Context: an optimization exercise on an open-source flow, tuned for small area and few clock cycles per item. The choices shown serve that exercise and are no tape-out recipe.
In this exercise RTL edits were held to simulation tests only and were not proved equivalent to the original.
Power figures rest on the tool's default switching activity, not on a simulated workload.

Design AxiPeriph, start of the top module:
module AxiPeriph(
  input         clock,
  input         reset,
  input  [4:0]  io_axi_s0_aw_awaddr,
  input  [2:0]  io_axi_s0_aw_awprot,
  input         io_axi_s0_aw_awvalid,
  output        io_axi_s0_aw_awready,
  input  [11:0] io_axi_s0_aw_awid,
  input  [31:0] io_axi_s0_w_wdata,
  input  [3:0]  io_axi_s0_w_wstrb,
  input         io_axi_s0_w_wvalid,
  output        io_axi_s0_w_wready,
  input  [11:0] io_axi_s0_w_wid,
  output [1:0]  io_axi_s0_b_bresp,
  output        io_axi_s0_b_bvalid,
  input         io_axi_s0_b_bready,
  output [11:0] io_axi_s0_b_bid,
  input  [4:0]  io_axi_s0_ar_araddr,
  input  [2:0]  io_axi_s0_ar_arprot,
  input         io_axi_s0_ar_arvalid,
  output        io_axi_s0_ar_arready,
  input  [11:0] io_axi_s0_ar_arid,
  output [31:0] io_axi_s0_r_rdata,
  output [1:0]  io_axi_s0_r_rresp,
  output        io_axi_s0_r_rvalid,
  input         io_axi_s0_r_rready,
  output [11:0] io_axi_s0_r_rid,
  output [1:0]  io_leds,
  output        io_irqOut
);
For scale: ~550 cells after synthesis, roughly 160 I/O pins, ~10,000 um^2 of cells after synthesis.
==> flow/config.mk <==
export PLATFORM = sky130hd
export DESIGN_NAME = AxiPeriph
export DESIGN_NICKNAME = AxiPeriph
export VERILOG_FILES = /design/flow/design.v
export SDC_FILE = /design/flow/constraint.sdc
export NUM_CORES = 4
export LEC_CHECK = 0
export CAP_MARGIN = 0
export CORE_MARGIN = 2
export CORE_UTILIZATION = 40
export SLEW_MARGIN = 0
==> flow/constraint.sdc <==
create_clock -name core_clock -period 5.0 [get_ports {clock}]
set_input_delay 1.0000 -clock core_clock [delete_from_list [all_inputs] [get_ports {clock}]]
set_output_delay 1.0000 -clock core_clock [all_outputs]
set_load 0.01 [all_outputs]
standard.sh (not shown) runs the stock make flow with config.mk's settings and CLKGATE_MAP_FILE= SYNTH_SCRIPT=/design/flow/synth_recipe.tcl, a recipe that flattens the netlist after the stock synthesis.
==> flow/flow/run.sh <==
#!/bin/bash
# Standard ORFS layout, with two changes: port buffers use the smallest
# buffer cell, and clock tree synthesis uses clkbuf_4 leaf clusters of about
# ten flip-flops, without dummy loads.
set -euo pipefail
export BUFFER_PORTS_ARGS="-buffer_cell sky130_fd_sc_hd__buf_1"
export CTS_ARGS="-sink_clustering_enable -repair_clock_nets -buf_list sky130_fd_sc_hd__clkbuf_4 -sink_clustering_size 10 -sink_clustering_max_diameter 60 -dont_use_dummy_load"
bash standard.sh > standard_flow.log 2>&1
Testbench counts at the start, summed over its fixed seeds: cycles 2,531, txns 3,200.
Edit:
CAP_MARGIN = 20   (was 0)
CORE_UTILIZATION = 65   (was 40)
SLEW_MARGIN = 20   (was 0)
=>
- count of clock-buffer cells in the layout does not change
- final cell count drops by 11%
- global-route usage grows by 9.1 points
Edit:
==> flow/run.sh (new file) <==
#!/bin/bash
# synth_recipe.tcl (not shown) runs the flow's synth.tcl, then flattens the netlist and writes it again
# the make line also repeats each setting of config.mk as NAME=value (left out here)
make -C /OpenROAD-flow-scripts/flow DESIGN_CONFIG=/design/flow/config.mk WORK_HOME=/design/flow/orfs CLKGATE_MAP_FILE= SYNTH_SCRIPT=/design/flow/synth_recipe.tcl finish
CORE_UTILIZATION = 40   (was 65)
removed: flow/flow/run.sh
removed: flow/standard.sh
Final cell count came out higher by about a fifth. Setup slack loses 0.23 ns. Total power came out higher by about a fifth. Design area came out higher by roughly a tenth. Global-route usage came out lower by 9.0 points. Die area came out higher by well over a third. Synthesized cell count is unchanged. Non-clock buffer count came out lower by 2. Wire length came out higher by roughly a tenth.
Edit:
CTS_BUF_LIST = sky130_fd_sc_hd__clkbuf_4   (was not set)
Total power hardly moves.
Final cell count grows by 7.9%.
Routed wire length grows by 2.0%.
Core utilization climbs by 0.38 points.
Design area went up by 0.76%.
Count of clock-buffer cells in the layout went up by 68.
Synthesized cell count does not change.
Global-route usage climbs by 0.44 points.
Setup slack gets worse by 0.14 ns.
Area after synthesis stays the same.

---

== old ==
AxiPeriph again, from the RTL that the note above started with.
Settings: LEC_CHECK=0, CAP_MARGIN=20, CORE_MARGIN=2, CORE_UTILIZATION=40, SLEW_MARGIN=20; clock period 5.0 ns.
==> flow/flow/run.sh <==
#!/bin/bash
# Standard ORFS layout, with two changes: port buffers use the smallest
# buffer cell, and clock tree synthesis uses clkbuf_4 leaf clusters of about
# ten flip-flops, without dummy loads.
set -euo pipefail
export BUFFER_PORTS_ARGS="-buffer_cell sky130_fd_sc_hd__buf_1"
export CTS_ARGS="-sink_clustering_enable -repair_clock_nets -buf_list sky130_fd_sc_hd__clkbuf_4 -sink_clustering_size 10 -sink_clustering_max_diameter 60 -dont_use_dummy_load"
bash standard.sh > standard_flow.log 2>&1
Testbench counts of old, summed over its fixed seeds: cycles 2,531, txns 3,200.
Modified inputs, new compared to old
==> flow/flow/run.sh <==
#!/bin/bash
# Standard ORFS layout, with two changes: port buffers use the smallest
# buffer cell, and clock tree synthesis uses clkbuf_4 without dummy loads.
set -euo pipefail
export BUFFER_PORTS_ARGS="-buffer_cell sky130_fd_sc_hd__buf_1"
export CTS_ARGS="-sink_clustering_enable -repair_clock_nets -buf_list sky130_fd_sc_hd__clkbuf_4 -dont_use_dummy_load"
bash standard.sh > standard_flow.log 2>&1
### Flow results
- Area added between synthesis and finish ends up lower on old.
- The final layout from new, which completed every stage, passed the timing, DRC and antenna checks at the end of the flow.
- In the metrics for old and new, the one carrying the lower proportion of power drawn by the clock network is old.
- Summary of new over old: routed wire length rose by 160 um, total power rose by 0.41 mW, power density normalized to cell area rose by 6.9%.
- In the flow results for old and new, the global-route usage is smaller on old.

static timing again, ports no longer ideal:
Ports are ideal in the flow. The routed layouts listed here were re-timed in OpenROAD.
Step 1 (the two cells are an assumption about what drives the block):
set clk [get_ports {clock}]
set_driving_cell -lib_cell sky130_fd_sc_hd__clkbuf_16 $clk
set_driving_cell -lib_cell sky130_fd_sc_hd__buf_2 [delete_from_list [all_inputs] $clk]
Step 2, shift: input delay + t, output delay - t, t = (earliest + latest rising clock arrival at the registers) / 2. This alone moves slack from input paths to output paths.
Slacks: ideal ports / drivers / drivers and shift; pairs: ideal ports / drivers.
run | shift t [ns] | setup WS [ns] | latest minus earliest clock arrival (ns) | worst slew at a driven data input, ns
the first run of note 1 | 0.651 | 1.423 / 1.381 / 2.032 | 0.034 / 0.034 | 0.04
the second run of note 1 | 0.641 | 1.530 / 1.495 / 1.977 | 0.055 / 0.055 | 0.03
the third run of note 1 | 0.574 | 1.297 / 1.249 / 1.534 | 0.018 / 0.018 | 0.04
the fourth run of note 1 | 0.673 | 1.159 / 1.116 / 1.534 | 0.042 / 0.042 | 0.04
old | 0.647 | 1.435 / 1.392 / 2.039 | 0.035 / 0.035 | 0.04
new | 0.654 | 1.416 / 1.374 / 2.028 | 0.056 / 0.056 | 0.04
After both steps every run listed still meets setup and hold.
